Context: an optimization exercise on an open-source flow, tuned for small area. The choices shown serve that exercise and are no tape-out recipe. Where RTL was checked, it was by simulation tests only, not by an equivalence proof against the original. No functional check of the RTL was part of run 4. Power and IR drop assume default switching activity.

### flow/flow/run.sh
#!/bin/bash
# Standard layout, with each port's buffer the smallest buffer cell and a
# clock tree of small buffers without dummy loads.
export BUFFER_PORTS_ARGS="-buffer_cell sky130_fd_sc_hd__buf_1"
export CTS_ARGS="-sink_clustering_enable -repair_clock_nets -buf_list sky130_fd_sc_hd__clkbuf_4 -dont_use_dummy_load"
bash standard.sh > standard_flow.log 2>&1
### flow/standard.sh
#!/bin/bash
# synth_recipe.tcl (not shown) runs the flow's synth.tcl, then flattens the netlist and writes it again
# the make line also repeats each setting of config.mk as NAME=value (left out here)
make -C /OpenROAD-flow-scripts/flow DESIGN_CONFIG=/design/flow/config.mk WORK_HOME=/design/flow/orfs CLKGATE_MAP_FILE= SYNTH_SCRIPT=/design/flow/synth_recipe.tcl "${@:-finish}"
### flow/config.mk
export PLATFORM = sky130hd
export DESIGN_NAME = Allocator
export DESIGN_NICKNAME = Allocator
export VERILOG_FILES = /design/flow/design.v
export SDC_FILE = /design/flow/constraint.sdc
export NUM_CORES = 4
export LEC_CHECK = 0
export ABC_AREA = 1
export CAP_MARGIN = 20
export CORE_MARGIN = 2
export CORE_UTILIZATION = 70
export CTS_BUF_LIST = sky130_fd_sc_hd__clkbuf_4
export SLEW_MARGIN = 20
### flow/constraint.sdc
create_clock -name core_clock -period 5.0 [get_ports {clk_11MHz}]
set_input_delay 1.0000 -clock core_clock [delete_from_list [all_inputs] [get_ports {clk_11MHz}]]
set_output_delay 1.0000 -clock core_clock [all_outputs]
set_load 0.01 [all_outputs]
### flow/design.v
`timescale 1ns / 1ps
module Allocator
	#(parameter MODEL_ADDR_WIDTH=10, MODEL_DATA_WIDTH=18, MODEL_LOC_SIZE=1024,
					WEIGHT_ADDR_WIDTH=11, WEIGHT_DATA_WIDTH=9, WEIGHT_LOC_SIZE=2048,
					TENSOR_ADDR_WIDTH=9, TENSOR_DATA_WIDTH=36, TENSOR_LOC_SIZE=512)
	(input clk_11MHz, input resetn,
	output reg [7:0] N,
	output reg [7:0] M,
	output reg mm_ena,
	output mm_wea,
	output [MODEL_ADDR_WIDTH-1:0] mm_addra,
	output [MODEL_DATA_WIDTH-1:0] mm_dla,
	output wm_ena_0, wm_ena_1, wm_ena_2, wm_ena_3, wm_ena_4, wm_ena_5, wm_ena_6, wm_ena_7,
	output wm_wea_0, wm_wea_1, wm_wea_2, wm_wea_3, wm_wea_4, wm_wea_5, wm_wea_6, wm_wea_7,
	output [WEIGHT_ADDR_WIDTH-1:0] wm_addra_0,
	output [WEIGHT_ADDR_WIDTH-1:0] wm_addra_1,
	output [WEIGHT_ADDR_WIDTH-1:0] wm_addra_2,
	output [WEIGHT_ADDR_WIDTH-1:0] wm_addra_3,
	output [WEIGHT_ADDR_WIDTH-1:0] wm_addra_4,
	output [WEIGHT_ADDR_WIDTH-1:0] wm_addra_5,
	output [WEIGHT_ADDR_WIDTH-1:0] wm_addra_6,
	output [WEIGHT_ADDR_WIDTH-1:0] wm_addra_7,
	output [WEIGHT_DATA_WIDTH-1:0] wm_dla_0,
	output [WEIGHT_DATA_WIDTH-1:0] wm_dla_1,
	output [WEIGHT_DATA_WIDTH-1:0] wm_dla_2,
	output [WEIGHT_DATA_WIDTH-1:0] wm_dla_3,
	output [WEIGHT_DATA_WIDTH-1:0] wm_dla_4,
	output [WEIGHT_DATA_WIDTH-1:0] wm_dla_5,
	output [WEIGHT_DATA_WIDTH-1:0] wm_dla_6,
	output [WEIGHT_DATA_WIDTH-1:0] wm_dla_7,
	output reg tm_ena,
	output tm_wea,
	output [TENSOR_ADDR_WIDTH-1:0] tm_addra,
	output [TENSOR_DATA_WIDTH-1:0] tm_dla,
	input [7:0] RxData,
	input valid,
	output reg start_sig,
	output reg [3:0] StateLED
	);
	reg [1:0] t;
	reg [2:0] p;
	reg [15:0] C;        
	reg [7:0]  D;        
	reg [23:0] img;      
	reg [15:0] L;        
	reg [15:0] rowcnt;   
	reg [10:0] acline;   
	reg [2:0]  lane;     
	reg        we;       
	wire ctrl   = (t == 2'b00);
	wire model  = (t == 2'b01);
	wire wgt    = (t == 2'b10);
	wire image  = (t == 2'b11);
	wire plast  = (p == 3'd7);
	wire FF     = (RxData == 8'hFF);
	wire Waiting = ctrl & ~p[0] & ~p[1];
	wire FType   = ctrl & p[0];
	wire Nnum    = model & (p == 3'd0);
	wire Mnum    = wgt & (p == 3'd0);
	wire MS2b    = wgt & (p == 3'd4);
	wire ReadW   = wgt & (p == 3'd5);
	wire ReadImg = image & ~p[1];
	function [16:0] inc16(input [15:0] x);
		integer k;
		reg c;
		begin
			c = 1'b1;
			for (k = 0; k < 16; k = k + 1) begin
				inc16[k] = x[k] ^ c;
				c = c & x[k];
			end
			inc16[16] = c;
		end
	endfunction
	function [15:0] dec16(input [15:0] x);
		integer k;
		reg b;
		begin
			b = 1'b1;
			for (k = 0; k < 16; k = k + 1) begin
				dec16[k] = x[k] ^ b;
				b = b & ~x[k];
			end
		end
	endfunction
	function [10:0] inc11(input [10:0] x, input ci);
		integer k;
		reg c;
		begin
			c = ci;
			for (k = 0; k < 11; k = k + 1) begin
				inc11[k] = x[k] ^ c;
				c = c & x[k];
			end
		end
	endfunction
	wire [16:0] Cinc17 = inc16(C);
	wire [15:0] Cinc = Cinc17[15:0];
	wire [16:0] Linc = inc16(L);
	wire [15:0] COL  = {img[15:8], img[23:16]};
	wire rowend  = (Linc == {1'b0, COL});
	wire lastrow = (rowcnt == 16'd1);
	wire mend    = (&C);
	wire nend    = (Cinc == {8'd0, N});
	wire iend    = (C[9:0] == 10'd782);
	assign mm_wea = mm_ena;
	assign mm_addra = {C[7:0], ~(p[2] ^ p[1]), p[2] & ~p[1]};
	assign mm_dla = {2'b00, img[23:16], D};
	wire [7:0] wsel = {8{we}} & (8'd1 << lane);
	assign {wm_ena_7, wm_ena_6, wm_ena_5, wm_ena_4, wm_ena_3, wm_ena_2, wm_ena_1, wm_ena_0} = wsel;
	assign {wm_wea_7, wm_wea_6, wm_wea_5, wm_wea_4, wm_wea_3, wm_wea_2, wm_wea_1, wm_wea_0} = wsel;
	assign wm_addra_0 = acline; assign wm_addra_1 = acline;
	assign wm_addra_2 = acline; assign wm_addra_3 = acline;
	assign wm_addra_4 = acline; assign wm_addra_5 = acline;
	assign wm_addra_6 = acline; assign wm_addra_7 = acline;
	assign wm_dla_0 = {1'b0, D}; assign wm_dla_1 = {1'b0, D};
	assign wm_dla_2 = {1'b0, D}; assign wm_dla_3 = {1'b0, D};
	assign wm_dla_4 = {1'b0, D}; assign wm_dla_5 = {1'b0, D};
	assign wm_dla_6 = {1'b0, D}; assign wm_dla_7 = {1'b0, D};
	assign tm_wea = tm_ena;
	assign tm_addra = {1'b0, C[9:2]};
	assign tm_dla = {4'b0000, D, img};
	reg [1:0] nt;
	reg [2:0] np;
	always @(*) begin
		nt = t; np = p + 3'd1;
		if (plast) begin
			nt = 2'b00; np = FF ? 3'd0 : 3'd2;
		end else case (t)
		2'b00: begin
			if (p[1]) np = 3'd0;
			else if (p[0]) begin
				if (RxData == 8'h01) begin nt = 2'b01; np = 3'd0; end
				else if (RxData == 8'h02) begin nt = 2'b10; np = 3'd0; end
				else if (RxData == 8'h03) begin nt = 2'b11; np = 3'd1; end
				else np = 3'd2;
			end else np = FF ? 3'd1 : 3'd0;
		end
		2'b01: if (p == 3'd6) np = nend ? 3'd7 : 3'd1;
		2'b10: if (p == 3'd5) np = (rowend && lastrow) ? (mend ? 3'd7 : 3'd1) : 3'd5;
		2'b11: np = iend ? 3'd7 : 3'd1;
		endcase
	end
	always @(posedge clk_11MHz) begin
		if (~resetn) begin
			t <= 2'b00; p <= 3'd0;
			N <= 0; M <= 0; StateLED <= 0;
			mm_ena <= 0; we <= 0; tm_ena <= 0; start_sig <= 0;
		end else begin
			mm_ena <= valid && model && !p[0] && p != 3'd0;
			we <= valid && (ReadW || (we && !plast));
			tm_ena <= valid && ReadImg && C[1:0] == 2'd2;
			start_sig <= valid && ReadImg && iend;
			if (valid) begin
				t <= nt; p <= np;
				if (Nnum) N <= RxData;
				if (Mnum) M <= RxData;
				if (FType) StateLED[3] <= 0;
				if (image && plast && FF) StateLED[3] <= 1;
				if (model) StateLED[0] <= !(plast && FF);
				if (wgt) StateLED[1] <= !(plast && FF);
				if (image) StateLED[2] <= !(plast && FF);
			end
		end
	end
	always @(posedge clk_11MHz) begin
		if (ReadW) lane <= L[2:0];
		if (valid || !ReadW) L <= (ReadW && !rowend) ? Linc[15:0] : 16'd0;
		if (valid) begin
			if (ReadW || !we) D <= RxData;
			if (!ReadW) img <= {wgt ? RxData : D, img[23:8]};
			if (FType) C <= 16'hFFFF;
			else if (Mnum) C[7:0] <= ~RxData;
			else if (p == 3'd1 && !ctrl) C <= Cinc;
			if (Mnum) acline <= 11'h7FF;
			else if (ReadW) acline <= inc11(acline, L[2:0] == 3'd0);
			if (MS2b) rowcnt <= {img[7:0], img[15:8]};
			else if (ReadW && rowend && rowcnt != 16'd0) rowcnt <= dec16(rowcnt);
		end
	end
endmodule
==> results.cfg, run 1 <==
[global_route]
overflow = 0
grt_first_pass_wirelength_um = 24200
grt_max_degree = 34
first_global_vias = 4890
track_usage_pct = 27.0
antenna_found_initial = 0

[clock_tree]
cts_tree = done
ctsHtreeMaxLevel = 4
cts_num_sinks = 123
path_clk_slew_ps = 80
holdBufCountCts = 0
cts_made_buffers = 17
clk_root_buffer_cell = clkbuf_4
clock_latency_ps = 520
clk_path_buf_depth = 2

[synth]
yosys_warnings = 1
yosysTopAreaCell = edfxtp_1
ys.flop_type = edfxtp_1
netlist_area_um2 = 7840
async_flop_share_pct = 0
synth.distinct_cells = 37
synth-seq-area-share_pct = 43.4
synth.area.top_cells = edfxtp_1 (36%), buf_4 (19%), ha_1 (9.9%)
synth_edf_count = 94
ys_ff_latch = 123
syn_inst = 857
synth.top_cell.area_share_pct = 36.0
syn_avg_cell_area_um2 = 9.15
synthTopCellsByCount = buf_4 (199), nand2_1 (111), edfxtp_1 (94)
yosysMostFrequentCell = buf_4

[timing]
final.min_clock_period_ps = 4690
setup-tns-final_ps = 0
max_clock_freq_mhz = 213
worst_clock_skew_ps = 34.1
final_max_slew_viol_count = 0
final.period_utilization_pct = 93.9
setup-violations-final = 0
hold_viol = 0
worst_slew_pin_slew_ps = 813
fin_hold_ws_ps = 493
timing.slew.headroom_pct = 45.6

[final_layout]
diodes = 0
nets = 1024
drive_above_1_share_pct = 6.43
n_fill_cell = 870
areaGrowthSynthToFinish_pct = -2.19
instances_no_fill = 1089

[power_and_ir_drop]
power.density_nw_per_um2 = 225
power.leakage_nw = 3.19
ir_drop_mv = 0.177
power_w = 0.00172

[setup_path]
cp-endpoint = rowcnt[2]$_DFFE_PP_
critical_path.max_stage_delay_ps = 450
worst_ep_arrival_time_ps = 4910
r2r_end = rowcnt[2]$_DFFE_PP_
crit_path_frequent_cell = ha_1
startpoint_type = flip-flop
critPathKind = reg -> reg
crit_required_ps = 5210
end_kind = flip-flop
reg2reg_slack_ps = 310
crit_start = L[0]$_SDFFCE_PN0P_
worstRegToRegCells = 24
critPathMaxFanout = 16
critical_path.top_delay_family = adder cells
path_cells = ha_1 -> ha_1 -> ha_1 -> ha_1 -> ha_1 -> ha_1 -> ha_1 -> ha_1 -> ha_1 -> ha_1 -> ha_1 -> ha_1 -> ha_1 -> ha_1 -> ha_1 -> inv_1 -> nor2_1 -> nor2_1 -> nand3_1 -> nor2_1 -> and2_2 -> nand4_1 -> a21oi_1 -> buf_6
path_buf_inv = 2
reg2reg_from = L[0]$_SDFFCE_PN0P_
cp_num_cells = 24
critPathSlowestCell = edfxtp_1

[floorplanning]
core-area_um2 = 10900
row_count = 38
die-height_um = 110
die_w_um = 110
ioPinCount = 285
fp.dieArea_um2 = 12100
start_util_pct = 72.0

[drt]
initialDrtViolationCount = 313
wire_per_inst_um = 14.8
drc = 0
routed_wl_um = 16100
avgViaCountPerCell = 5.18
drtAntennaViolNets = 0
vias = 5636
drtPass1Iterations = 5

[placed_design]
dp_cells = 1071
routabilityCongestion = 0.933
hpwl_um = 13000
port_buffers = 269

[worst_hold_path]
min_path_cells = 0
hold_path.class = reg -> reg

[status]
status = timing/DRC/antenna clean

[flow_run]
maxCapViolations = 0
how the worst min path moves through the flow:
stage / start / end / slack [ps]
global placement: StateLED[3]$_SDFFE_PN0P_ / StateLED[3]$_SDFFE_PN0P_ / 460
detailed placement: StateLED[3]$_SDFFE_PN0P_ / StateLED[3]$_SDFFE_PN0P_ / 480
floorplan: L[1]$_SDFFCE_PN0P_ / lane[1]$_DFFE_PP_ / 450
CTS: StateLED[3]$_SDFFE_PN0P_ / StateLED[3]$_SDFFE_PN0P_ / 490
finish: L[1]$_SDFFCE_PN0P_ / lane[1]$_DFFE_PP_ / 490
global route: L[2]$_SDFFCE_PN0P_ / lane[2]$_DFFE_PP_ / 520
cell families (layout without fill, tap and decap cells):
logic type	Yosys count	after routing	share of synthesized area [%]
AO/OA/AOI/OAI	87	87	5.89
XOR/XNOR	11	11	1.23
adder cells (fa/ha/maj)	62	62	9.90
buffers and inverters	309	387	24.7
flip-flops	123	123	43.4
other	1	15	0.0478
AND/OR/NAND/NOR	264	264	14.8
per-layer routing:
metal | track usage [%] | vias to the layer above | routed length, um
met4 | 11.6 | 0 | 464
met3 | 6.22 | 33 | 1040
met1 | 32.3 | 2613 | 6370
li1 | - | 2742 | -
met5 | 0 | - | 0
met2 | 46.6 | 248 | 8240
layout by cell type (no fill, tap or decap):
| cell | count |
|---|---|
| nor4_1 | 2 |
| nand3_1 | 16 |
| nor2_8 | 1 |
| nand4_1 | 7 |
| o21ai_2 | 1 |
| o2111ai_1 | 1 |
| clkbuf_4 | 17 |
| edfxtp_1 | 94 |
| ha_1 | 62 |
| clkinv_1 | 1 |
| nor2_2 | 12 |
| xnor2_1 | 10 |
| inv_2 | 4 |
| nand3b_1 | 1 |
| buf_4 | 3 |
| nor2_4 | 3 |
| nor2_1 | 88 |
| buf_1 | 269 |
| o311ai_0 | 1 |
| a31oi_1 | 3 |
| and2_2 | 1 |
| or2_2 | 14 |
| conb_1 | 15 |
| xor2_1 | 1 |
| inv_1 | 92 |
| o21ai_1 | 2 |
| nand2_1 | 111 |
| buf_6 | 1 |
| a21oi_1 | 47 |
| o21ai_0 | 28 |
| nand2_2 | 2 |
| o211ai_1 | 3 |
| nor3_1 | 5 |
| nand2_4 | 1 |
| dfxtp_1 | 29 |
| a21oi_2 | 1 |
stage by stage:
| stage | instance area, um2 | utilization, % | worst slack [ps] |
|---|---|---|---|
| 2_1_floorplan | 7890 | - | 24.7 |
| 3_3_place_gp | 7530 | 69.1 | 418 |
| 3_5_place_dp | 7530 | 69.1 | 240 |
| 4_1_cts | 7660 | 70.3 | 239 |
| 5_1_grt | 7670 | 70.4 | -11.0 |
| 6_report | 7670 | 70.4 | 306 |
area by class of cell:
| class | instances | area (um2) | share of cell area [%] |
|---|---|---|---|
| sequential | 123 | 3400 | 44.4 |
| multi-input combinational | 439 | 2550 | 33.3 |
| timing repair buffer | 273 | 1040 | 13.6 |
| inverter | 97 | 364 | 4.75 |
| tap | 140 | 175 | 2.28 |
| clock buffer | 17 | 128 | 1.66 |
flip-flops by register name, summed over array words and instances, names as in the netlist, 2 cells and up:
signal and cells:
C 16, D 8, L 16, M 8
N 8, StateLED 4, acline 11, img 24
lane 3, p 3, rowcnt 16, t 2
report_power, final:
| part | internal, W | switching [W] | total (W) | leakage, nW |
|---|---|---|---|---|
| Combinational | 0.0000366 | 0.0000934 | 0.000130 | 2.00 |
| Clock | 0.000155 | 0.000301 | 0.000456 | 0.0782 |
| Sequential | 0.00111 | 0.0000287 | 0.00114 | 1.12 |
timing repair:
item | in CTS | in global routing
setup endpoints to repair | 0 | 16
buffers inserted | 0 | 1
gates resized for setup | 0 | 1
==> run 2: changes to the inputs <==
==> flow/flow/run.sh (replaced) <==
#!/bin/bash
# Standard layout, with each port's buffer the smallest buffer cell.
export BUFFER_PORTS_ARGS="-buffer_cell sky130_fd_sc_hd__buf_1"
bash standard.sh > standard_flow.log 2>&1
==> run 2 against run 1 <==
Non-clock buffer count unchanged; hold slack gained 8.5 ps; combinational power barely moved; clock power rose by 65%; flip-flop and latch count unchanged; setup slack worse by 1.7 ps; register-to-register slack about the same; global-route usage grew 0.32 points; sequential share of layout area fell by 0.95 points; count of clock-buffer cells in the layout is 2 higher; design area grew 2.2%.
==> results.cfg, run 2 <==
[status]
status = timing/DRC/antenna clean

[timing]
worst_slew_pin_slew_ps = 816
final.period_utilization_pct = 93.9
setup-tns-final_ps = 0
final.min_clock_period_ps = 4700
setup-violations-final = 0
hold_viol = 0
timing.slew.headroom_pct = 45.4
final_max_slew_viol_count = 0
max_clock_freq_mhz = 213
worst_clock_skew_ps = 17.3

[clock_tree]
cts_tree = done
path_clk_slew_ps = 100
clk_root_buffer_cell = clkbuf_4
cts_made_buffers = 17
ctsHtreeMaxLevel = 4
cts_num_sinks = 123
holdBufCountCts = 0
clock_latency_ps = 530
clk_path_buf_depth = 2

[synth]
synth.distinct_cells = 37
synth.top_cell.area_share_pct = 36.0
ys_ff_latch = 123
yosysMostFrequentCell = buf_4
synth_edf_count = 94
netlist_area_um2 = 7840
synth-seq-area-share_pct = 43.4
synth.area.top_cells = edfxtp_1 (36%), buf_4 (19%), ha_1 (9.9%)
yosysTopAreaCell = edfxtp_1
syn_avg_cell_area_um2 = 9.15
ys.flop_type = edfxtp_1
yosys_warnings = 1
synthTopCellsByCount = buf_4 (199), nand2_1 (111), edfxtp_1 (94)
syn_inst = 857
async_flop_share_pct = 0

[placed_design]
dpl-instance-area_um2 = 7530
port_buffers = 269
hpwl_um = 13000
routabilityCongestion = 0.933
dp_cells = 1071

[floorplanning]
die-height_um = 110
fp.dieArea_um2 = 12100
ioPinCount = 285
row_count = 38
die_w_um = 110
core-area_um2 = 10900
start_util_pct = 72.0

[final_layout]
utilization_pct = 72.0
diodes = 0
areaGrowthSynthToFinish_pct = -0.0479
drive_above_1_share_pct = 7.48
fin_area_um2 = 7840
instances_no_fill = 1102
layout.cells.most_common = buf_1
largest_reg_flops = 24
final_cell_mix = buf_1 (269), nand2_1 (111), edfxtp_1 (94)
nets = 1024
n_fill_cell = 852
largest_register = img

[global_route]
track_usage_pct = 27.3
overflow = 0
grt_first_pass_wirelength_um = 24500
grt_max_degree = 34
antenna_found_initial = 0
first_global_vias = 4954

[worst_hold_path]
min_path_cells = 0
holdPathEnd = lane[1]$_DFFE_PP_
hold_path.class = reg -> reg
hp-start = L[1]$_SDFFCE_PN0P_

[setup_path]
worst_ep_arrival_time_ps = 4930
startpoint_type = flip-flop
crit_required_ps = 5230
worstRegToRegCells = 24
end_kind = flip-flop
r2r_end = rowcnt[2]$_DFFE_PP_
reg2reg_slack_ps = 300
critPathKind = reg -> reg
critPathMaxFanout = 16
reg2reg_from = L[0]$_SDFFCE_PN0P_

[drt]
drtPass1Iterations = 5
routed_wl_um = 16300
drtAntennaViolNets = 0
wire_per_inst_um = 14.8
drc = 0
initialDrtViolationCount = 316
avgViaCountPerCell = 5.10
vias = 5620

[flow_run]
maxCapViolations = 0

[power_and_ir_drop]
power.density_nw_per_um2 = 258
power.leakage_nw = 3.28
ir_drop_mv = 0.226
==> run 2: per-layer routing <==
| metal | track usage [%] | part of all wire (%) | vias up |
|---|---|---|---|
| met2 | 47.4 | 51 | 232 |
| met5 | 0 | 0 | - |
| met3 | 5.69 | 6.2 | 32 |
| met4 | 12.7 | 3.1 | 0 |
| met1 | 32.4 | 40 | 2605 |
| li1 | - | - | 2751 |
==> run 2: cells by family after synthesis <==
family	share of synthesized area (%)
buf+inv	24.7
simple gates	14.8
flops	43.4
compound gates	5.89
fa+ha+maj	9.90
xor+xnor	1.23
other cells	0.0478
==> run 2: worst max-delay path by stage <==
stage                       start              endpoint  slack [ps]  depth (start not counted)
6_report       L[0]$_SDFFCE_PN0P_   rowcnt[2]$_DFFE_PP_         300                         24
2_1_floorplan  L[0]$_SDFFCE_PN0P_   rowcnt[0]$_DFFE_PP_          20                         23
3_5_place_dp   L[0]$_SDFFCE_PN0P_   rowcnt[7]$_DFFE_PP_         240                         24
4_1_cts        L[0]$_SDFFCE_PN0P_   rowcnt[3]$_DFFE_PP_         220                         24
3_3_place_gp   L[0]$_SDFFCE_PN0P_  rowcnt[15]$_DFFE_PP_         420                         24
5_1_grt        L[0]$_SDFFCE_PN0P_   rowcnt[2]$_DFFE_PP_          -3                         25
==> run 2: per-stage QoR <==
stage / total power, W / hold WS (ps) / worst slack (ps)
after floorplan: 0.00130 / 454 / 24.7
after global placement: 0.00129 / 465 / 418
after detailed placement: 0.00129 / 479 / 240
after CTS: 0.00203 / 497 / 218
after global routing: 0.00209 / 518 / -3.43
final: 0.00202 / 501 / 305
==> run 2: area by class of cell <==
class                      instances  area [um2]  area share [%]
clock inverter                    11         153            1.95
clock buffer                      19         143            1.82
multi-input combinational        439        2550            32.6
inverter                          97         364            4.65
tap                              140         175            2.24
timing repair buffer             273        1040            13.3
sequential                       123        3400            43.4
==> run 2: worst max-delay path, stage by stage (launching register included) <==
cell,delay [ps]
edfxtp_1,440
ha_1,230
ha_1,180
ha_1,180
ha_1,180
ha_1,180
ha_1,180
ha_1,180
ha_1,180
ha_1,180
ha_1,180
ha_1,180
ha_1,180
ha_1,180
ha_1,190
ha_1,270
inv_1,110
nor2_1,50
nor2_1,120
nand3_1,100
nor2_1,120
and2_2,170
nand4_1,80
a21oi_1,170
buf_6,220
==> run 2: power by group <==
part / switching (W) / leakage, nW / internal (W)
combinational: 0.0000933 / 2.00 / 0.0000366
sequential: 0.0000287 / 1.12 / 0.00111
clock: 0.000358 / 0.167 / 0.000395
==> run 2: repair_timing <==
item / 4_1_cts / 5_1_grt
resized for setup: 0 / 1
setup buffers: 0 / 1
endpoints found under the setup margin: 0 / 16
hold endpoints to repair: 0 / 0
==> run 3: changes to the inputs <==
==> flow/flow/run.sh (replaced) <==
#!/bin/bash
# Standard layout, with each port's buffer the smallest buffer cell and a
# clock tree of few larger buffers without dummy loads.
export BUFFER_PORTS_ARGS="-buffer_cell sky130_fd_sc_hd__buf_1"
export CTS_ARGS="-sink_clustering_enable -repair_clock_nets -buf_list sky130_fd_sc_hd__clkbuf_8 -dont_use_dummy_load -sink_clustering_size 40 -sink_clustering_max_diameter 150"
bash standard.sh > standard_flow.log 2>&1
==> run 3 against run 2 <==
Clock skew grew 5.3 ps; flip-flop and latch count is the same; combinational power about the same; hold slack got worse by 10 ps; largest power group unchanged; design area decreased by 0.78%; critical path type unchanged; non-clock buffer count is the same; routed wire length barely moved; first-iteration DRC count is 0.95% lower; still clean on timing, DRC and antenna; global-route usage down 0.063 points; sequential power barely moved; die area unchanged; largest cell class unchanged.
==> results.cfg, run 3 <==
[status]
status = timing/DRC/antenna clean

[timing]
setup-violations-final = 0
fin_hold_ws_ps = 491
max_clock_freq_mhz = 213
worst_slew_pin_slew_ps = 798
setup-tns-final_ps = 0
worst_clock_skew_ps = 22.7
timing.slew.headroom_pct = 46.6
final.min_clock_period_ps = 4700
hold_viol = 0
final_max_slew_viol_count = 0
final.period_utilization_pct = 94.0
rsz0062_at_grt = false

[final_layout]
layout.cells.most_common = buf_1
drive_above_1_share_pct = 6.43
largest_register = img
largest_reg_flops = 24
final_cell_mix = buf_1 (269), nand2_1 (111), edfxtp_1 (94)
nets = 1024
diodes = 0
areaGrowthSynthToFinish_pct = -0.830
n_fill_cell = 857

[setup_path]
worst_ep_arrival_time_ps = 4830
critPathMaxFanout = 16
crit_required_ps = 5130
end_kind = flip-flop
worstRegToRegCells = 24
critPathKind = reg -> reg
startpoint_type = flip-flop

[drt]
vias = 5647
wire_per_inst_um = 15.0
drtPass1Iterations = 5
drtAntennaViolNets = 0
drc = 0
avgViaCountPerCell = 5.19
initialDrtViolationCount = 313
routed_wl_um = 16300

[floorplanning]
ioPinCount = 285
row_count = 38
die-height_um = 110
die_w_um = 110
start_util_pct = 72.0
core-area_um2 = 10900
fp.dieArea_um2 = 12100

[power_and_ir_drop]
p_int_w = 0.00145
ir_drop_mv = 0.159
power.leakage_nw = 3.24
power_switching_w = 0.000448
power.density_nw_per_um2 = 244
p_seq_share_pct = 60.2
p_sw_share_pct = 23.6
clkPwrFrac_pct = 32.9
pwr-share-comb_pct = 6.9

[global_route]
grt_first_pass_wirelength_um = 24600
overflow = 0
grt_max_degree = 34
antenna_found_initial = 0
track_usage_pct = 27.3
first_global_vias = 4946

[placed_design]
routabilityCongestion = 0.933
hpwl_um = 13000
port_buffers = 269

[synth]
ys.flop_type = edfxtp_1
yosysMostFrequentCell = buf_4
synth-seq-area-share_pct = 43.4
netlist_area_um2 = 7840
synth.distinct_cells = 37
synthTopCellsByCount = buf_4 (199), nand2_1 (111), edfxtp_1 (94)
syn_inst = 857
async_flop_share_pct = 0
synth_edf_count = 94
syn_avg_cell_area_um2 = 9.15
synth.top_cell.area_share_pct = 36.0
ys_ff_latch = 123
yosysTopAreaCell = edfxtp_1
yosys_warnings = 1
synth.area.top_cells = edfxtp_1 (36%), buf_4 (19%), ha_1 (9.9%)

[worst_hold_path]
hold_path.class = reg -> reg
min_path_cells = 0

[clock_tree]
clock_latency_ps = 440
cts_num_sinks = 123
clk_path_buf_depth = 2
clk_root_buffer_cell = clkbuf_8
cts_made_buffers = 17
ctsHtreeMaxLevel = 4
cts_tree = done
path_clk_slew_ps = 60

[flow_run]
maxCapViolations = 0
-- run 3: cell count changes in the layout (fill, tap and decap cells not counted), sizes merged --
cell	previous run	this run
clkbuf	19	17
bufinv	4	0
clkinv	8	1
-- run 3: area by class of cell --
class	instances	area [um2]	share of cell area [%]
Sequential cell	123	3400	43.8
Multi-Input combinational cell	439	2550	32.9
Timing Repair Buffer	273	1040	13.4
Inverter	97	364	4.68
Clock buffer	17	234	3.01
Tap cell	140	175	2.25
-- run 3: through the flow --
stage	instances	utilization [%]	worst slack [ps]	instance area, um2	power [W]
floorplan	871	-	24.7	7890	0.00130
global placement	1071	69.1	418	7530	0.00129
detailed placement	1071	69.1	240	7530	0.00129
CTS	1088	71.3	237	7760	0.00190
global route	1089	71.4	0.494	7770	0.00196
finish	1089	71.4	299	7770	0.00189
-- run 3: cells by family (layout without fill, tap and decap cells) --
group           Yosys count  count (layout)  share of synthesized area [%]
xor+xnor                 11              11                           1.23
simple gates            264             264                           14.8
compound gates           87              87                           5.89
fa+ha+maj                62              62                           9.90
other cells               1              15                         0.0478
buf+inv                 309             387                           24.7
flops                   123             123                           43.4
-- run 3: per-layer routing --
layer  vias up  share of wire, %  wire length (um)  GRT usage (%)
met4         0               3.2               526           13.1
met1      2609                39              6390           32.3
met3        37               6.5              1060           4.98
li1       2733                 -                 -              -
met2       268                51              8310           47.5
met5         -                 0                 0              0
-- run 3: path summary, 6_finish.rpt --
check / slack [ps] / endpoint / startpoint
hold reg to reg: 490 / lane[1]$_DFFE_PP_ / L[1]$_SDFFCE_PN0P_
setup reg to reg: 300 / rowcnt[2]$_DFFE_PP_ / L[0]$_SDFFCE_PN0P_
hold / removal: 490 / lane[1]$_DFFE_PP_ / L[1]$_SDFFCE_PN0P_
setup / recovery: 300 / rowcnt[2]$_DFFE_PP_ / L[0]$_SDFFCE_PN0P_
-- run 3: critical path: stages (launching register included) --
cell and delay, ps:
edfxtp_1 440, ha_1 230, ha_1 180, ha_1 180, ha_1 180, ha_1 180, ha_1 180, ha_1 180
ha_1 180, ha_1 170, ha_1 180, ha_1 180, ha_1 180, ha_1 180, ha_1 190, ha_1 270
inv_1 110, nor2_1 60, nor2_1 120, nand3_1 100, nor2_1 120, and2_2 170, nand4_1 80, a21oi_1 170
buf_6 210
-- run 3: what timing repair did --
| action | 4_1_cts | 5_1_grt |
|---|---|---|
| buffers inserted | 0 | 1 |
| hold buffers | 0 | 0 |
| setup endpoints to repair | 0 | 16 |
| resized for setup | 0 | 1 |
-- run 3: power by group through the flow --
stage,sequential [W],clock [W],combinational (W)
2_1_floorplan,0.00116,0,0.000134
6_report,0.00114,0.000624,0.000130
4_1_cts,0.00114,0.000632,0.000131
5_1_grt,0.00114,0.000674,0.000141
3_3_place_gp,0.00116,0,0.000130
3_5_place_dp,0.00116,0,0.000131
==> run 4: changes to the inputs <==
--- a/flow/design.v
+++ b/flow/design.v
@@ -40,5 +40,5 @@
 	reg [1:0] t;
 	reg [2:0] p;
-	reg [15:0] C;        
+	reg [9:0]  C;        
 	reg [7:0]  D;        
 	reg [23:0] img;      
@@ -58,5 +58,4 @@
 	wire Nnum    = model & (p == 3'd0);
 	wire Mnum    = wgt & (p == 3'd0);
-	wire MS2b    = wgt & (p == 3'd4);
 	wire ReadW   = wgt & (p == 3'd5);
 	wire ReadImg = image & ~p[1];
@@ -95,12 +94,13 @@
 		end
 	endfunction
-	wire [16:0] Cinc17 = inc16(C);
-	wire [15:0] Cinc = Cinc17[15:0];
+	wire [16:0] Cinc17 = inc16({6'd0, C});
+	wire [9:0]  Cinc = Cinc17[9:0];
+	wire [16:0] Hinc17 = inc16({8'd0, img[7:0]});
+	wire [7:0]  Hinc = Hinc17[7:0];
 	wire [16:0] Linc = inc16(L);
 	wire [15:0] COL  = {img[15:8], img[23:16]};
 	wire rowend  = (Linc == {1'b0, COL});
 	wire lastrow = (rowcnt == 16'd1);
-	wire mend    = (&C);
-	wire nend    = (Cinc == {8'd0, N});
+	wire mend    = (&C[7:0]) & (&img[7:0]);
 	wire iend    = (C[9:0] == 10'd782);
 	assign mm_wea = mm_ena;
@@ -137,5 +137,5 @@
 			end else np = FF ? 3'd1 : 3'd0;
 		end
-		2'b01: if (p == 3'd6) np = nend ? 3'd7 : 3'd1;
+		2'b01: if (p == 3'd6) np = lastrow ? 3'd7 : 3'd1;
 		2'b10: if (p == 3'd5) np = (rowend && lastrow) ? (mend ? 3'd7 : 3'd1) : 3'd5;
 		2'b11: np = iend ? 3'd7 : 3'd1;
@@ -169,12 +169,18 @@
 		if (valid) begin
 			if (ReadW || !we) D <= RxData;
-			if (!ReadW) img <= {wgt ? RxData : D, img[23:8]};
-			if (FType) C <= 16'hFFFF;
+			if (!ReadW) img[23:8] <= {wgt ? RxData : D, img[23:16]};
+			if (wgt) begin
+				if (Mnum) img[7:0] <= 8'hFF;
+				else if (p == 3'd1 && (&C[7:0])) img[7:0] <= Hinc;
+			end else img[7:0] <= img[15:8];
+			if (FType) C <= 10'h3FF;
 			else if (Mnum) C[7:0] <= ~RxData;
 			else if (p == 3'd1 && !ctrl) C <= Cinc;
 			if (Mnum) acline <= 11'h7FF;
 			else if (ReadW) acline <= inc11(acline, L[2:0] == 3'd0);
-			if (MS2b) rowcnt <= {img[7:0], img[15:8]};
-			else if (ReadW && rowend && rowcnt != 16'd0) rowcnt <= dec16(rowcnt);
+			if (wgt && p == 3'd1) rowcnt[15:8] <= RxData;
+			else if (Nnum) rowcnt <= {8'd0, RxData};
+			else if (wgt && p == 3'd2) rowcnt[7:0] <= RxData;
+			else if ((ReadW && rowend && rowcnt != 16'd0) || (model && p == 3'd6)) rowcnt <= dec16(rowcnt);
 		end
 	end
==> flow/flow/run.sh (replaced) <==
#!/bin/bash
# Standard layout, with each port's buffer the smallest buffer cell and a
# clock tree of small buffers without dummy loads.
export BUFFER_PORTS_ARGS="-buffer_cell sky130_fd_sc_hd__buf_1"
export CTS_ARGS="-sink_clustering_enable -repair_clock_nets -buf_list {sky130_fd_sc_hd__clkbuf_1 sky130_fd_sc_hd__clkbuf_2 sky130_fd_sc_hd__clkbuf_4} -dont_use_dummy_load"
bash standard.sh > standard_flow.log 2>&1
==> run 4 against run 3 <==
Routed wire length fell by 1.3%; hold slack got worse by 0.82 ps; sequential power fell by 5%; non-clock buffer count rose by 2; synthesized cell count fell by 5.1%.
==> results.cfg, run 4 <==
[status]
status = timing/DRC/antenna clean

[synth]
ys_ff_latch = 117
synthTopCellsByCount = buf_4 (190), nand2_1 (105), edfxtp_1 (88), inv_1 (88)
yosys_warnings = 1
syn_inst = 813
syn_avg_cell_area_um2 = 9.22
yosysMostFrequentCell = buf_4
ys.flop_type = edfxtp_1
synthXorXnorAreaFrac_pct = 0.817
yosys.area_share.simple_pct = 12.8
yosysTopAreaCell = edfxtp_1
netlist_area_um2 = 7500
synth-seq-area-share_pct = 43.0
synth_top_family_by_area = buffers and inverters
muxShareOfSynthArea_pct = 0
synth_edf_count = 88
synth.top_cell.area_share_pct = 35.2
synth-adder-area-share_pct = 10.3
async_flop_share_pct = 0
synth.distinct_cells = 38
synth_compound_area_share_pct = 8.36
synth.area.top_cells = edfxtp_1 (35%), buf_4 (19%), ha_1 (10%)

[drt]
avgViaCountPerCell = 5.18
drc = 0
vias = 5448
wire_per_inst_um = 15.3
drtAntennaViolNets = 0
drtPass1Iterations = 5
initialDrtViolationCount = 307
routed_wl_um = 16100

[global_route]
grt_max_degree = 24
antenna_found_initial = 0
track_usage_pct = 27.6
overflow = 0
met1_usage_pct = 36.1
first_global_vias = 4775
busiest_layer = met2
use_met2_pct = 45.3
grt_util_met3_pct = 6.30
grt_first_pass_wirelength_um = 24400

[final_layout]
nets = 990
largest_reg_flops = 24
diodes = 0
areaGrowthSynthToFinish_pct = -0.984
utilization_pct = 71.6
largest_register = img
n_fill_cell = 850
drive_above_1_share_pct = 6.56
fin_area_um2 = 7430
reg_top3 = img x24, L x16, rowcnt x16
final_cell_mix = buf_1 (269), nand2_1 (105), edfxtp_1 (88)
layout.cells.most_common = buf_1

[power_and_ir_drop]
power.density_nw_per_um2 = 226
power.leakage_nw = 3.11
ir_drop_mv = 0.155
power_w = 0.00168

[floorplanning]
die-height_um = 108
fp.dieArea_um2 = 11600
ioPinCount = 285
die_w_um = 108
core-area_um2 = 10400
row_count = 37
start_util_pct = 72.3

[flow_run]
maxCapViolations = 0

[timing]
timing.slew.headroom_pct = 45.3
fin_hold_ws_ps = 490
final.period_utilization_pct = 94.4
final_max_slew_viol_count = 0
max_clock_freq_mhz = 212
setup-violations-final = 0
final.min_clock_period_ps = 4720
worst_clock_skew_ps = 32.1
setup_slack_ps = 280
worst_slew_pin_slew_ps = 820
hold_viol = 0

[setup_path]
startpoint_type = flip-flop
crit_required_ps = 5210
worst_ep_arrival_time_ps = 4930
critPathKind = reg -> reg
critPathMaxFanout = 8
end_kind = flip-flop
worstRegToRegCells = 25

[clock_tree]
clk_root_buffer_cell = clkbuf_4
clock_latency_ps = 520
cts_tree = done
cts_made_buffers = 17
ctsHtreeMaxLevel = 4
path_clk_slew_ps = 80
cts_num_sinks = 117
holdBufCountCts = 0
clk_path_buf_depth = 2

[worst_hold_path]
min_path_cells = 0
hold_path.class = reg -> reg

[placed_design]
routabilityCongestion = 0.952
post-place-ws_ps = 93.0
dpl-instance-area_um2 = 7260
hpwl_um = 12600
port_buffers = 269
[run 4: cell count changes after synthesis, moves of 8 or more]
cell and change:
nor2_2 -8, nor2_1 -27, o22ai_1 +15, buf_4 -9
a21oi_1 -17, o21ai_0 +15
[run 4: final timing paths]
path / start / endpoint / slack (ps)
worst max-delay path: L[0]$_SDFFCE_PN0P_ / rowcnt[7]$_DFFE_PP_ / 280
worst min-delay path: L[1]$_SDFFCE_PN0P_ / lane[1]$_DFFE_PP_ / 490
worst max register to register: L[0]$_SDFFCE_PN0P_ / rowcnt[7]$_DFFE_PP_ / 280
worst min register to register: L[1]$_SDFFCE_PN0P_ / lane[1]$_DFFE_PP_ / 490
[run 4: routing by layer]
metal | part of all wire [%] | vias up
met5 | 0 | -
met4 | 2.0 | 0
met3 | 7.0 | 27
met2 | 50 | 244
met1 | 41 | 2503
li1 | - | 2674
[run 4: stage by stage]
step | cells | TNS [ps]
2_1_floorplan | 827 | 0
3_3_place_gp | 1032 | 0
3_5_place_dp | 1032 | 0
4_1_cts | 1049 | 0
5_1_grt | 1051 | -397
6_report | 1051 | 0
[run 4: layout make-up]
type	instances	area (um2)	share of cell area [%]
clock buffers	17	128	1.72
inverters	94	358	4.82
multi-input cells	412	2490	33.6
flip-flops and latches	117	3220	43.4
well taps	136	170	2.29
repair buffers	275	1050	14.2
[run 4: power breakdown]
group	switching [W]	total [W]	internal (W)
combinational	0.000106	0.000149	0.0000429
sequential	0.0000285	0.00108	0.00106
clock	0.000290	0.000445	0.000155
[run 4: logic make-up after synthesis]
family,after synthesis
flip-flops,117
buffers and inverters,298
other,1
adder cells (fa/ha/maj),62
XOR/XNOR,7
AND/OR/NAND/NOR,218
AO/OA/AOI/OAI,110
[run 4: timing repair]
item,in CTS,in global routing
gates resized for setup,0,8
setup buffers,0,2
endpoints found under the setup margin,0,16
[run 4: critical path, stage by stage, from the launching register on]
cell and delay (ps):
edfxtp_1 440, ha_1 230, ha_1 180, ha_1 180
ha_1 180, ha_1 180, ha_1 180, ha_1 180
ha_1 170, ha_1 180, ha_1 180, ha_1 180
ha_1 180, ha_1 180, ha_1 180, ha_1 280
nand2_1 70, nand2_1 40, nand3b_1 160, nor2_2 130
nand2_1 110, nor2_2 140, a31oi_2 140, nand2_1 100
nand3_1 110, inv_4 140
==> run 5: changes to the inputs <==
--- a/flow/design.v
+++ b/flow/design.v
@@ -44,5 +44,5 @@
 	reg [23:0] img;      
 	reg [15:0] L;        
-	reg [15:0] rowcnt;   
+	reg [15:0] nrow;     
 	reg [10:0] acline;   
 	reg [2:0]  lane;     
@@ -72,15 +72,4 @@
 		end
 	endfunction
-	function [15:0] dec16(input [15:0] x);
-		integer k;
-		reg b;
-		begin
-			b = 1'b1;
-			for (k = 0; k < 16; k = k + 1) begin
-				dec16[k] = x[k] ^ b;
-				b = b & ~x[k];
-			end
-		end
-	endfunction
 	function [10:0] inc11(input [10:0] x, input ci);
 		integer k;
@@ -98,8 +87,10 @@
 	wire [16:0] Hinc17 = inc16({8'd0, img[7:0]});
 	wire [7:0]  Hinc = Hinc17[7:0];
+	wire [16:0] Rinc17 = inc16(nrow);
+	wire [15:0] Rinc = Rinc17[15:0];
 	wire [16:0] Linc = inc16(L);
 	wire [15:0] COL  = {img[15:8], img[23:16]};
 	wire rowend  = (Linc == {1'b0, COL});
-	wire lastrow = (rowcnt == 16'd1);
+	wire lastrow = (nrow == 16'hFFFE);
 	wire mend    = (&C[7:0]) & (&img[7:0]);
 	wire iend    = (C[9:0] == 10'd782);
@@ -179,8 +170,8 @@
 			if (Mnum) acline <= 11'h7FF;
 			else if (ReadW) acline <= inc11(acline, L[2:0] == 3'd0);
-			if (wgt && p == 3'd1) rowcnt[15:8] <= RxData;
-			else if (Nnum) rowcnt <= {8'd0, RxData};
-			else if (wgt && p == 3'd2) rowcnt[7:0] <= RxData;
-			else if ((ReadW && rowend && rowcnt != 16'd0) || (model && p == 3'd6)) rowcnt <= dec16(rowcnt);
+			if (wgt && p == 3'd1) nrow[15:8] <= ~RxData;
+			else if (Nnum) nrow <= {8'hFF, ~RxData};
+			else if (wgt && p == 3'd2) nrow[7:0] <= ~RxData;
+			else if ((ReadW && rowend && !(&nrow)) || (model && p == 3'd6)) nrow <= Rinc;
 		end
 	end
==> flow/flow/run.sh (replaced) <==
#!/bin/bash
# Standard layout, with each port's buffer the smallest buffer cell and a
# clock tree of small buffers without dummy loads.
export BUFFER_PORTS_ARGS="-buffer_cell sky130_fd_sc_hd__buf_1"
export CTS_ARGS="-sink_clustering_enable -repair_clock_nets -buf_list sky130_fd_sc_hd__clkbuf_4 -dont_use_dummy_load"
bash standard.sh > standard_flow.log 2>&1
==> run 5 against run 4 <==
Maximum frequency fell by 0.41%; cell count shrank 0.19%; power up 0.12%; via count fell by 0.37%; sequential share of layout area increased by 0.21 points; hold slack lost 0.51 ps; global-route usage is essentially flat; die area hardly changed; design area down 0.49%; critical endpoint is now L[4]$_SDFFCE_PN0P_; largest cell class unchanged; largest power group unchanged; highest routed layer unchanged.
==> results.cfg, run 5 <==
[timing]
fin_hold_ws_ps = 490
worst_slew_pin_slew_ps = 699
worst_clock_skew_ps = 35.9
final.period_utilization_pct = 94.8
hold_viol = 0
final_max_slew_viol_count = 0
timing.slew.headroom_pct = 53.3
rsz0062_at_grt = false
setup-violations-final = 0
final.min_clock_period_ps = 4740
setup-tns-final_ps = 0
max_clock_freq_mhz = 211

[setup_path]
critical_path.top_delay_family = adder cells
critPathKind = reg -> reg
critPathSlowestCell = edfxtp_1
critical_path.max_stage_delay_ps = 460
crit_required_ps = 5240
critPathMaxFanout = 16
startpoint_type = flip-flop
path_buf_inv = 1
crit_path_frequent_cell = ha_1
path_cells = ha_1 -> ha_1 -> ha_1 -> ha_1 -> ha_1 -> ha_1 -> ha_1 -> ha_1 -> ha_1 -> ha_1 -> ha_1 -> ha_1 -> ha_1 -> ha_1 -> ha_1 -> inv_1 -> a21oi_1 -> nand3b_1 -> nor2_1 -> nand3_1 -> nand2_1 -> nor2_1
worst_ep_arrival_time_ps = 4980
end_kind = flip-flop

[clock_tree]
cts_num_sinks = 117
ctsHtreeMaxLevel = 4
cts_made_buffers = 17
holdBufCountCts = 0
cts_resized = 0
cts_tree = done
clk_root_buffer_cell = clkbuf_4
clock_latency_ps = 520
post-cts-setup-buffers = 0
path_clk_slew_ps = 90
clk_path_buf_depth = 2

[drt]
drtAntennaViolNets = 0
drc = 0
routed_wl_um = 16200
drtPass1Iterations = 5
avgViaCountPerCell = 5.17
wire_per_inst_um = 15.5
vias = 5428
initialDrtViolationCount = 245

[final_layout]
areaGrowthSynthToFinish_pct = -1.52
diodes = 0
reg_top3 = img x24, L x16, nrow x16
utilization_pct = 71.3
nets = 988
drive_above_1_share_pct = 7.23
largest_register = img
fin_area_um2 = 7390
final_cell_mix = buf_1 (269), nand2_1 (99), edfxtp_1 (88)
layout.cells.most_common = buf_1
largest_reg_flops = 24

[floorplanning]
row_count = 37
start_util_pct = 72.4
ioPinCount = 285
die_w_um = 108
die-height_um = 108
fp.dieArea_um2 = 11600
core-area_um2 = 10400

[placed_design]
dpl-instance-area_um2 = 7260
routabilityCongestion = 0.893
hpwl_um = 12600
port_buffers = 269

[worst_hold_path]
hold_path.class = reg -> reg

[synth]
synth_edf_count = 88
yosysMostFrequentCell = buf_4
synth.distinct_cells = 37
ys_ff_latch = 117
yosys_warnings = 1
synthTopCellsByCount = buf_4 (191), nand2_1 (99), edfxtp_1 (88)
yosysTopAreaCell = edfxtp_1
syn_inst = 813
ys.flop_type = edfxtp_1
syn_avg_cell_area_um2 = 9.23
async_flop_share_pct = 0
synth.area.top_cells = edfxtp_1 (35%), buf_4 (19%), ha_1 (10%)
synth.top_cell.area_share_pct = 35.2
netlist_area_um2 = 7500
synth-seq-area-share_pct = 43.0

[flow_run]
maxCapViolations = 0

[global_route]
overflow = 0
grt_max_degree = 24
grt_first_pass_wirelength_um = 24100
antenna_found_initial = 0
track_usage_pct = 27.6
first_global_vias = 4688

[status]
status = timing/DRC/antenna clean

[power_and_ir_drop]
ir_drop_mv = 0.161
power.density_nw_per_um2 = 227
power_w = 0.00168
power.leakage_nw = 3.06
==> run 5: changes by cell type in the layout (fill, tap and decap cells not counted), sizes merged, moves of 3 or more <==
cell / delta
nand3: -3
inv: -14
o211ai: -6
nor2: +31
buf: -4
a21oi: +13
o22ai: -8
nand2: -5
o21ai: -7
nor3: +3
==> run 5: metrics by stage <==
stage	std cells	setup slack (ps)
2_1_floorplan	827	717
3_3_place_gp	1032	423
3_5_place_dp	1032	245
4_1_cts	1049	212
5_1_grt	1049	6.07
6_report	1049	261
==> run 5: cells by family (layout without fill, tap and decap cells) <==
| group | after synthesis | in the layout | synth area share [%] |
|---|---|---|---|
| compound gates | 100 | 100 | 7.22 |
| other cells | 1 | 15 | 0.0500 |
| buf+inv | 282 | 368 | 23.9 |
| flops | 117 | 117 | 43.0 |
| fa+ha+maj | 62 | 62 | 10.3 |
| simple gates | 242 | 242 | 14.5 |
| xor+xnor | 9 | 9 | 1.05 |
==> run 5: area by class of cell <==
type / count / area [um2]
Clock buffer: 17 / 128
Multi-Input combinational cell: 428 / 2540
Sequential cell: 117 / 3220
Tap cell: 136 / 170
Inverter: 80 / 303
Fill cell: 849 / 2980
Timing Repair Buffer: 271 / 1020
==> run 5: worst paths after layout <==
kind,endpoint,slack (ps),cells after the start,from
worst max register to register,L[4]$_SDFFCE_PN0P_,260,22,L[0]$_SDFFCE_PN0P_
worst min register to register,StateLED[3]$_SDFFE_PN0P_,490,2,StateLED[3]$_SDFFE_PN0P_
worst max-delay path,L[4]$_SDFFCE_PN0P_,260,22,L[0]$_SDFFCE_PN0P_
worst min-delay path,StateLED[3]$_SDFFE_PN0P_,490,2,StateLED[3]$_SDFFE_PN0P_
==> run 5: metal layers <==
layer  GRT usage [%]  vias to the layer above  part of all wire, %
met4            9.80                        0                  2.2
met1            35.1                     2477                   39
li1                -                     2655                    -
met5               0                        -                    0
met3            6.05                       28                  8.0
met2            46.3                      268                   51
==> run 5: power by group <==
part           internal [W]  leakage, nW  switching (W)
registers           0.00106         1.10      0.0000274
logic             0.0000426         1.88       0.000107
clock network      0.000155       0.0782       0.000292
total               0.00125         3.06       0.000427
==> run 5: worst reg2reg max path: cells and delay by family (launching register included) <==
family / cells / cell delay, ps
AO/OA/AOI/OAI: 1 / 140
buffers and inverters: 1 / 60
AND/OR/NAND/NOR: 5 / 930
flip-flops: 1 / 460
adder cells (fa/ha/maj): 15 / 2900
==> run 6: changes to the inputs <==
==> flow/flow/run.sh (replaced) <==
#!/bin/bash
# The standard layout (standard.sh) with three changes:
#  - synthesis maps the logic with ABC's area mapper (flow/abc_area_map.script)
#    and without Yosys's half/full-adder extraction; registers, the synth
#    options and the flatten/rename steps are the standard flow's own (synth_recipe.tcl)
#  - each port's buffer is the smallest buffer cell
#  - the clock tree uses clkbuf_4 and no dummy loads
set -euo pipefail
here=$PWD
export AREA_ABC_SCRIPT=$here/flow/abc_area_map.script
{
  cat <<'TCL'
# use the area script for the technology mapping call of synth.tcl
proc abc {args} {
  set i [lsearch -exact $args -script]
  if {$i >= 0} { lset args [expr {$i + 1}] $::env(AREA_ABC_SCRIPT) }
  yosys abc {*}$args
}
TCL
  cat synth_recipe.tcl
} > area_synth.tcl
sed -e "s#SYNTH_SCRIPT=[^ ]*#SYNTH_SCRIPT=$here/area_synth.tcl ADDER_MAP_FILE=#" standard.sh > area_standard.sh
grep -q "SYNTH_SCRIPT=$here/area_synth.tcl" area_standard.sh
export BUFFER_PORTS_ARGS="-buffer_cell sky130_fd_sc_hd__buf_1"
export CTS_ARGS="-sink_clustering_enable -repair_clock_nets -buf_list sky130_fd_sc_hd__clkbuf_4 -dont_use_dummy_load"
bash area_standard.sh > standard_flow.log 2>&1
==> flow/flow/abc_area_map.script (new file) <==
strash
balance
rewrite
refactor
balance
rewrite
rewrite -z
balance
refactor -z
rewrite -z
balance
dch -f
amap
topo
==> run 6 against run 5 <==
Still clean; critical path depth did not move; core utilization increased by 0.68 points; clock skew increased by 1.4 ps; design area is 6.2% lower; cell count fell by 2.0%; synthesized cell count shrank 5.3%; die area shrank 8.2%; count of clock-buffer cells in the layout did not move; via count is 4.2% higher; power shrank 3.3%; combinational power down 27%; non-clock buffer count grew 11; critical endpoint is now p[2]$_SDFFE_PN0P_.
==> results.cfg, run 6 <==
[status]
status = timing/DRC/antenna clean

[clock_tree]
clk_path_buf_depth = 2
holdBufCountCts = 0
clk_root_buffer_cell = clkbuf_4
cts_tree = done
clock_latency_ps = 510
path_clk_slew_ps = 90
cts_made_buffers = 17
cts_num_sinks = 117
ctsHtreeMaxLevel = 4

[drt]
avgViaCountPerCell = 5.50
wire_per_inst_um = 15.8
initialDrtViolationCount = 354
drc = 0
drtAntennaViolNets = 0
drtPass1Iterations = 6
routed_wl_um = 16200
vias = 5654

[global_route]
grt_first_pass_wirelength_um = 24300
overflow = 0
track_usage_pct = 30.4
antenna_found_initial = 0
grt_max_degree = 25
first_global_vias = 4805

[setup_path]
critPathKind = reg -> reg
end_kind = flip-flop
worstRegToRegCells = 22
startpoint_type = flip-flop
critPathMaxFanout = 4
reg2reg_slack_ps = 590
worst_ep_arrival_time_ps = 4800
r2r_end = p[2]$_SDFFE_PN0P_
reg2reg_from = L[1]$_SDFFCE_PN0P_
crit_required_ps = 5390

[final_layout]
n_fill_cell = 777
nets = 908
areaGrowthSynthToFinish_pct = 1.02
layout.cells.most_common = buf_1
final_cell_mix = buf_1 (269), nor2_1 (122), edfxtp_1 (88)
diodes = 0
drive_above_1_share_pct = 4.25
fin_area_um2 = 6930
utilization_pct = 71.9
reg_top3 = img x24, L x16, nrow x16
largest_reg_flops = 24
largest_register = img

[worst_hold_path]
hold_path.class = reg -> reg
hp-start = StateLED[0]$_SDFFE_PN0P_
min_path_cells = 2
holdPathEnd = StateLED[0]$_SDFFE_PN0P_

[timing]
rsz0062_at_grt = false
setup-tns-final_ps = 0
final.min_clock_period_ps = 4410
final_max_slew_viol_count = 0
max_clock_freq_mhz = 227
worst_clock_skew_ps = 37.3
hold_viol = 0
timing.slew.headroom_pct = 30.7
final.period_utilization_pct = 88.1
setup-violations-final = 0
worst_slew_pin_slew_ps = 1040

[power_and_ir_drop]
ir_drop_mv = 0.166
power.density_nw_per_um2 = 234
power.leakage_nw = 2.41

[floorplanning]
die_w_um = 103
row_count = 36
start_util_pct = 71.2
ioPinCount = 285
fp.dieArea_um2 = 10600
core-area_um2 = 9640
die-height_um = 103

[synth]
yosysTopAreaCell = edfxtp_1
netlist_area_um2 = 6860
synth.distinct_cells = 37
syn_inst = 770
yosysMostFrequentCell = buf_4
synth.area.top_cells = edfxtp_1 (38%), buf_4 (21%), dfxtp_1 (8.5%)
synth.top_cell.area_share_pct = 38.5
synth_edf_count = 88
synth-seq-area-share_pct = 47.0
synthTopCellsByCount = buf_4 (188), nor2_1 (122), edfxtp_1 (88)
ys.flop_type = edfxtp_1
ys_ff_latch = 117
yosys_warnings = 1
syn_avg_cell_area_um2 = 8.91
async_flop_share_pct = 0

[flow_run]
maxCapViolations = 0

[placed_design]
port_buffers = 269
hpwl_um = 12100
routabilityCongestion = 0.929
dpl-instance-area_um2 = 6750
## run 6: cell count changes after synthesis, sizes merged, moves of 20 or more
cell    before  now
nor2        98  122
o21ai       41   65
inv         79    0
ha          62    0
nor3         5   25
clkinv       1   57
nand2      101   60
## run 6: final cells by class
class / count / area [um2] / area share, %
flip-flops and latches: 117 / 3220 / 46.5
inverters: 57 / 214 / 3.09
multi-input cells: 422 / 2100 / 30.2
well taps: 133 / 166 / 2.40
clock buffers: 17 / 128 / 1.84
repair buffers: 282 / 1110 / 16.0
## run 6: how the worst max path moves through the flow
stage                                  start           endpoint  depth (start not counted)
after floorplan           L[0]$_SDFFCE_PN0P_  nrow[0]$_DFFE_PP_                         38
after global placement    L[0]$_SDFFCE_PN0P_  nrow[8]$_DFFE_PP_                         24
after detailed placement  L[0]$_SDFFCE_PN0P_  p[2]$_SDFFE_PN0P_                         40
after CTS                 L[0]$_SDFFCE_PN0P_  p[2]$_SDFFE_PN0P_                         40
after global routing      L[0]$_SDFFCE_PN0P_  p[2]$_SDFFE_PN0P_                         27
final                     L[1]$_SDFFCE_PN0P_  p[2]$_SDFFE_PN0P_                         22
## run 6: kinds of logic (layout without fill, tap and decap cells)
group	Yosys count	count (layout)	share of synthesized area (%)
other cells	1	15	0.0546
flops	117	117	47.0
buf+inv	245	356	23.7
simple gates	246	246	15.3
compound gates	161	161	14.0
## run 6: worst max-delay path, stage by stage (launching register included)
cell,delay (ps)
edfxtp_1,430
buf_4,160
o21ai_1,240
o21ai_0,160
a2111oi_1,330
o211ai_1,140
a2111oi_0,380
o211ai_1,150
a211oi_1,200
o211ai_1,120
a211oi_1,180
o211a_1,170
o211ai_1,80
nor2_1,90
o211a_1,150
o211ai_1,80
nor2_1,100
o211ai_1,200
nor4_2,310
nor3_1,90
o311ai_1,310
o21a_1,170
nor2_1,30
## run 6: layer usage
| layer | vias to the layer above | wire length, um | global-route usage [%] |
|---|---|---|---|
| met3 | 35 | 1260 | 6.10 |
| met5 | - | 0 | 0 |
| met4 | 0 | 397 | 11.3 |
| li1 | 2718 | - | - |
| met1 | 2593 | 6450 | 38.6 |
| met2 | 308 | 8090 | 51.5 |
## run 6: through the flow
step	instances	setup slack (ps)	power [W]	hold slack (ps)
global placement	1007	637	0.00120	478
floorplan	784	898	0.00120	469
detailed placement	1007	554	0.00120	495
CTS	1024	550	0.00163	517
global route	1028	6.00	0.00168	523
finish	1028	595	0.00162	515
## run 6: timing repair
| item | 4_1_cts | 5_1_grt |
|---|---|---|
| resized for setup | 0 | 10 |
| setup buffers | 0 | 4 |
| endpoints found under the setup margin | 0 | 18 |
## run 6: power breakdown
part / internal [W] / switching [W]
Combinational: 0.0000300 / 0.0000802
Sequential: 0.00105 / 0.0000214
Clock: 0.000155 / 0.000286
==> run 7: changes to the inputs <==
--- a/flow/design.v
+++ b/flow/design.v
@@ -44,7 +44,7 @@
 	reg [23:0] img;      
 	reg [15:0] L;        
-	reg [15:0] nrow;     
+	reg        rowdone;  
+	reg [15:0] rowcnt;   
 	reg [10:0] acline;   
-	reg [2:0]  lane;     
 	reg        we;       
 	wire ctrl   = (t == 2'b00);
@@ -72,4 +72,15 @@
 		end
 	endfunction
+	function [15:0] dec16(input [15:0] x);
+		integer k;
+		reg b;
+		begin
+			b = 1'b1;
+			for (k = 0; k < 16; k = k + 1) begin
+				dec16[k] = x[k] ^ b;
+				b = b & ~x[k];
+			end
+		end
+	endfunction
 	function [10:0] inc11(input [10:0] x, input ci);
 		integer k;
@@ -87,10 +98,9 @@
 	wire [16:0] Hinc17 = inc16({8'd0, img[7:0]});
 	wire [7:0]  Hinc = Hinc17[7:0];
-	wire [16:0] Rinc17 = inc16(nrow);
-	wire [15:0] Rinc = Rinc17[15:0];
 	wire [16:0] Linc = inc16(L);
+	wire [16:0] Lnext = rowdone ? 17'd1 : Linc;    
 	wire [15:0] COL  = {img[15:8], img[23:16]};
-	wire rowend  = (Linc == {1'b0, COL});
-	wire lastrow = (nrow == 16'hFFFE);
+	wire rowend  = (Lnext == {1'b0, COL});
+	wire lastrow = (rowcnt == 16'd1);
 	wire mend    = (&C[7:0]) & (&img[7:0]);
 	wire iend    = (C[9:0] == 10'd782);
@@ -98,4 +108,5 @@
 	assign mm_addra = {C[7:0], ~(p[2] ^ p[1]), p[2] & ~p[1]};
 	assign mm_dla = {2'b00, img[23:16], D};
+	wire [2:0] lane = L[2:0] - 3'd1;
 	wire [7:0] wsel = {8{we}} & (8'd1 << lane);
 	assign {wm_ena_7, wm_ena_6, wm_ena_5, wm_ena_4, wm_ena_3, wm_ena_2, wm_ena_1, wm_ena_0} = wsel;
@@ -156,6 +167,4 @@
 	end
 	always @(posedge clk_11MHz) begin
-		if (ReadW) lane <= L[2:0];
-		if (valid || !ReadW) L <= (ReadW && !rowend) ? Linc[15:0] : 16'd0;
 		if (valid) begin
 			if (ReadW || !we) D <= RxData;
@@ -169,9 +178,11 @@
 			else if (p == 3'd1 && !ctrl) C <= Cinc;
 			if (Mnum) acline <= 11'h7FF;
-			else if (ReadW) acline <= inc11(acline, L[2:0] == 3'd0);
-			if (wgt && p == 3'd1) nrow[15:8] <= ~RxData;
-			else if (Nnum) nrow <= {8'hFF, ~RxData};
-			else if (wgt && p == 3'd2) nrow[7:0] <= ~RxData;
-			else if ((ReadW && rowend && !(&nrow)) || (model && p == 3'd6)) nrow <= Rinc;
+			else if (ReadW) acline <= inc11(acline, rowdone || L[2:0] == 3'd0);
+			if (ReadW) L <= Lnext[15:0];
+			rowdone <= !ReadW || rowend;
+			if (wgt && p == 3'd1) rowcnt[15:8] <= RxData;
+			else if (Nnum) rowcnt <= {8'd0, RxData};
+			else if (wgt && p == 3'd2) rowcnt[7:0] <= RxData;
+			else if ((ReadW && rowend && rowcnt != 16'd0) || (model && p == 3'd6)) rowcnt <= dec16(rowcnt);
 		end
 	end
--- a/flow/flow/run.sh
+++ b/flow/flow/run.sh
@@ -23,4 +23,4 @@
 grep -q "SYNTH_SCRIPT=$here/area_synth.tcl" area_standard.sh
 export BUFFER_PORTS_ARGS="-buffer_cell sky130_fd_sc_hd__buf_1"
-export CTS_ARGS="-sink_clustering_enable -repair_clock_nets -buf_list sky130_fd_sc_hd__clkbuf_4 -dont_use_dummy_load"
+export CTS_ARGS="-repair_clock_nets -buf_list sky130_fd_sc_hd__clkbuf_4 -dont_use_dummy_load"
 bash area_standard.sh > standard_flow.log 2>&1
==> run 7 against run 6 <==
Global-route usage is essentially flat; first-iteration DRC count grew 23%; sequential share of layout area shrank 0.062 points; flip-flop and latch count shrank 2; register-to-register slack lost 210 ps; routed wire length grew 0.92%.
==> results.cfg, run 7 <==
[final_layout]
n_fill_cell = 772
layout.cells.most_common = buf_1
largest_reg_flops = 24
largest_register = img
final_cell_mix = buf_1 (269), nor2_1 (113), edfxtp_1 (86)
areaGrowthSynthToFinish_pct = 0.406
nets = 883
drive_above_1_share_pct = 3.79
utilization_pct = 73.1
diodes = 0
reg_top3 = img x24, L x16, rowcnt x16
instances_no_fill = 999

[global_route]
overflow = 0
busiest_layer = met2
track_usage_pct = 30.3
antenna_found_initial = 0
grt_first_pass_wirelength_um = 24500
grt_util_met3_pct = 7.05
met1_usage_pct = 41.3
grt_max_degree = 25
use_met2_pct = 47.6
first_global_vias = 4898

[floorplanning]
fp.dieArea_um2 = 10500
row_count = 35
die_w_um = 102
ioPinCount = 285
start_util_pct = 72.8
core-area_um2 = 9330
die-height_um = 102

[timing]
final.min_clock_period_ps = 4610
worst_slew_pin_slew_ps = 1090
final.period_utilization_pct = 92.3
worst_clock_skew_ps = 38.5
hold_viol = 0
timing.slew.headroom_pct = 27.6
final_max_slew_viol_count = 0
max_clock_freq_mhz = 217
setup-violations-final = 0

[synth]
syn_inst = 750
synthTopCellsByCount = buf_4 (188), nor2_1 (115), edfxtp_1 (86)
yosysTopAreaCell = edfxtp_1
synthXorXnorAreaFrac_pct = 0.129
netlist_area_um2 = 6790
synth-adder-area-share_pct = 0
ys_ff_latch = 115
yosys.area_share.simple_pct = 14.8
yosysMostFrequentCell = buf_4
synth_compound_area_share_pct = 14.5
synth_edf_count = 86
synth-seq-area-share_pct = 46.6
yosys_warnings = 1
synth.distinct_cells = 42
synth_top_family_by_area = buffers and inverters
ys.flop_type = edfxtp_1
synth.top_cell.area_share_pct = 38.1
async_flop_share_pct = 0
syn_avg_cell_area_um2 = 9.05
synth.area.top_cells = edfxtp_1 (38%), buf_4 (21%), dfxtp_1 (8.6%)
muxShareOfSynthArea_pct = 0

[setup_path]
worstRegToRegCells = 19
startpoint_type = flip-flop
reg2reg_from = L[0]$_DFFE_PP_
critical_path.max_stage_delay_ps = 540
path_buf_inv = 2
critPathSlowestCell = or4_1
crit_required_ps = 5420
r2r_end = p[1]$_SDFFE_PN0P_
end_kind = flip-flop
critical_path.top_delay_family = simple AND/OR/NAND/NOR gates
critPathKind = reg -> reg
reg2reg_slack_ps = 390
critPathMaxFanout = 4
path_cells = clkinv_1 -> nor2_2 -> and3_1 -> and2_0 -> and2_1 -> and2_0 -> nor3_1 -> a21oi_1 -> or4_1 -> or4_1 -> a2111oi_2 -> o2111ai_1 -> nor3_2 -> clkinv_1 -> o31a_1 -> o311ai_1 -> o311ai_0 -> o21a_1 -> nor2_1
worst_ep_arrival_time_ps = 5030

[drt]
drtAntennaViolNets = 0
wire_per_inst_um = 16.4
avgViaCountPerCell = 5.53
drtPass1Iterations = 5
vias = 5525
routed_wl_um = 16400
drc = 0
initialDrtViolationCount = 437

[flow_run]
maxCapViolations = 0

[clock_tree]
holdBufCountCts = 0
cts_tree = done
clock_latency_ps = 510
ctsHtreeMaxLevel = 4
post-cts-setup-buffers = 0
cts_made_buffers = 17
clk_root_buffer_cell = clkbuf_4
path_clk_slew_ps = 110
cts_num_sinks = 115
clk_path_buf_depth = 2

[worst_hold_path]
hp-start = img[19]$_DFFE_PP_
min_path_cells = 0
hold_path.class = reg -> reg
holdPathEnd = img[11]$_DFFE_PP_

[placed_design]
hpwl_um = 12200
port_buffers = 269
dp_cells = 982
routabilityCongestion = 0.917

[power_and_ir_drop]
power.density_nw_per_um2 = 238
power_w = 0.00162
ir_drop_mv = 0.170
power.leakage_nw = 2.27

[status]
status = timing/DRC/antenna clean
==> run 7: changes by cell type after synthesis, moves of 3 or more <==
cell | before | now
o211ai_1 | 6 | 2
a31oi_1 | 2 | 6
nand4_1 | 4 | 1
a21oi_1 | 47 | 64
o31ai_1 | 0 | 4
or4_1 | 1 | 8
o21ai_0 | 65 | 51
o22ai_1 | 3 | 10
nor2_1 | 122 | 115
and3_1 | 13 | 18
nand2_1 | 60 | 31
a211oi_1 | 6 | 1
==> run 7: where the power goes <==
| group | switching, W | leakage, nW | internal, W |
|---|---|---|---|
| clock | 0.000294 | 0.0782 | 0.000155 |
| combinational | 0.0000844 | 1.16 | 0.0000327 |
| sequential | 0.0000235 | 1.03 | 0.00103 |
| total | 0.000402 | 2.27 | 0.00122 |
==> run 7: kinds of logic (layout without fill, tap and decap cells) <==
logic type,Yosys count,count (layout)
simple gates,221,221
buf+inv,245,351
other cells,1,15
compound gates,167,167
flops,115,115
xor+xnor,1,1
==> run 7: worst max path at each step <==
stage / to / slack [ps] / depth (start not counted) / start
finish: p[1]$_SDFFE_PN0P_ / 390 / 19 / L[0]$_DFFE_PP_
global route: p[1]$_SDFFE_PN0P_ / -2 / 22 / L[1]$_DFFE_PP_
CTS: p[1]$_SDFFE_PN0P_ / 60 / 19 / L[0]$_DFFE_PP_
detailed placement: p[1]$_SDFFE_PN0P_ / 80 / 19 / L[0]$_DFFE_PP_
global placement: p[1]$_SDFFE_PN0P_ / 320 / 17 / L[0]$_DFFE_PP_
floorplan: rowcnt[0]$_DFFE_PP_ / 680 / 15 / L[0]$_DFFE_PP_
==> run 7: area by class of cell <==
cell class | instances | area [um2] | share of cell area, %
Inverter | 57 | 214 | 3.14
Multi-Input combinational cell | 404 | 2080 | 30.5
Timing Repair Buffer | 277 | 1070 | 15.7
Clock buffer | 17 | 128 | 1.87
Sequential cell | 115 | 3160 | 46.4
Tap cell | 129 | 161 | 2.37
==> run 7: through the flow <==
step | TNS (ps) | hold slack, ps | cell area [um2] | setup WS, ps
2_1_floorplan | 0 | 519 | 6840 | 681
3_3_place_gp | 0 | 515 | 6660 | 321
3_5_place_dp | 0 | 527 | 6660 | 76.7
4_1_cts | 0 | 533 | 6790 | 64.5
5_1_grt | -1.69 | 544 | 6810 | -1.69
6_report | 0 | 530 | 6810 | 386
==> run 7: what timing repair did <==
action / in CTS / in global routing
gates resized for setup: 1 / 10
endpoints found under the setup margin: 1 / 18
pin swaps: 0 / 1
hold endpoints to repair: 0 / 0
cloned: 0 / 0
==> run 7: layer usage <==
layer	share of wire, %	vias up	routed length, um
met3	8.4	24	1380
li1	-	2657	-
met1	42	2556	6800
met2	48	288	7900
met5	0	-	0
met4	1.7	0	276

Check on run 7: ideal ports give 0.386 ns setup slack; a clkbuf_16 on the clock port and buf_2 on the inputs give 0.386 ns; moving port delays by the midpoint clock arrival (0.522 ns) as well gives 0.386 ns.
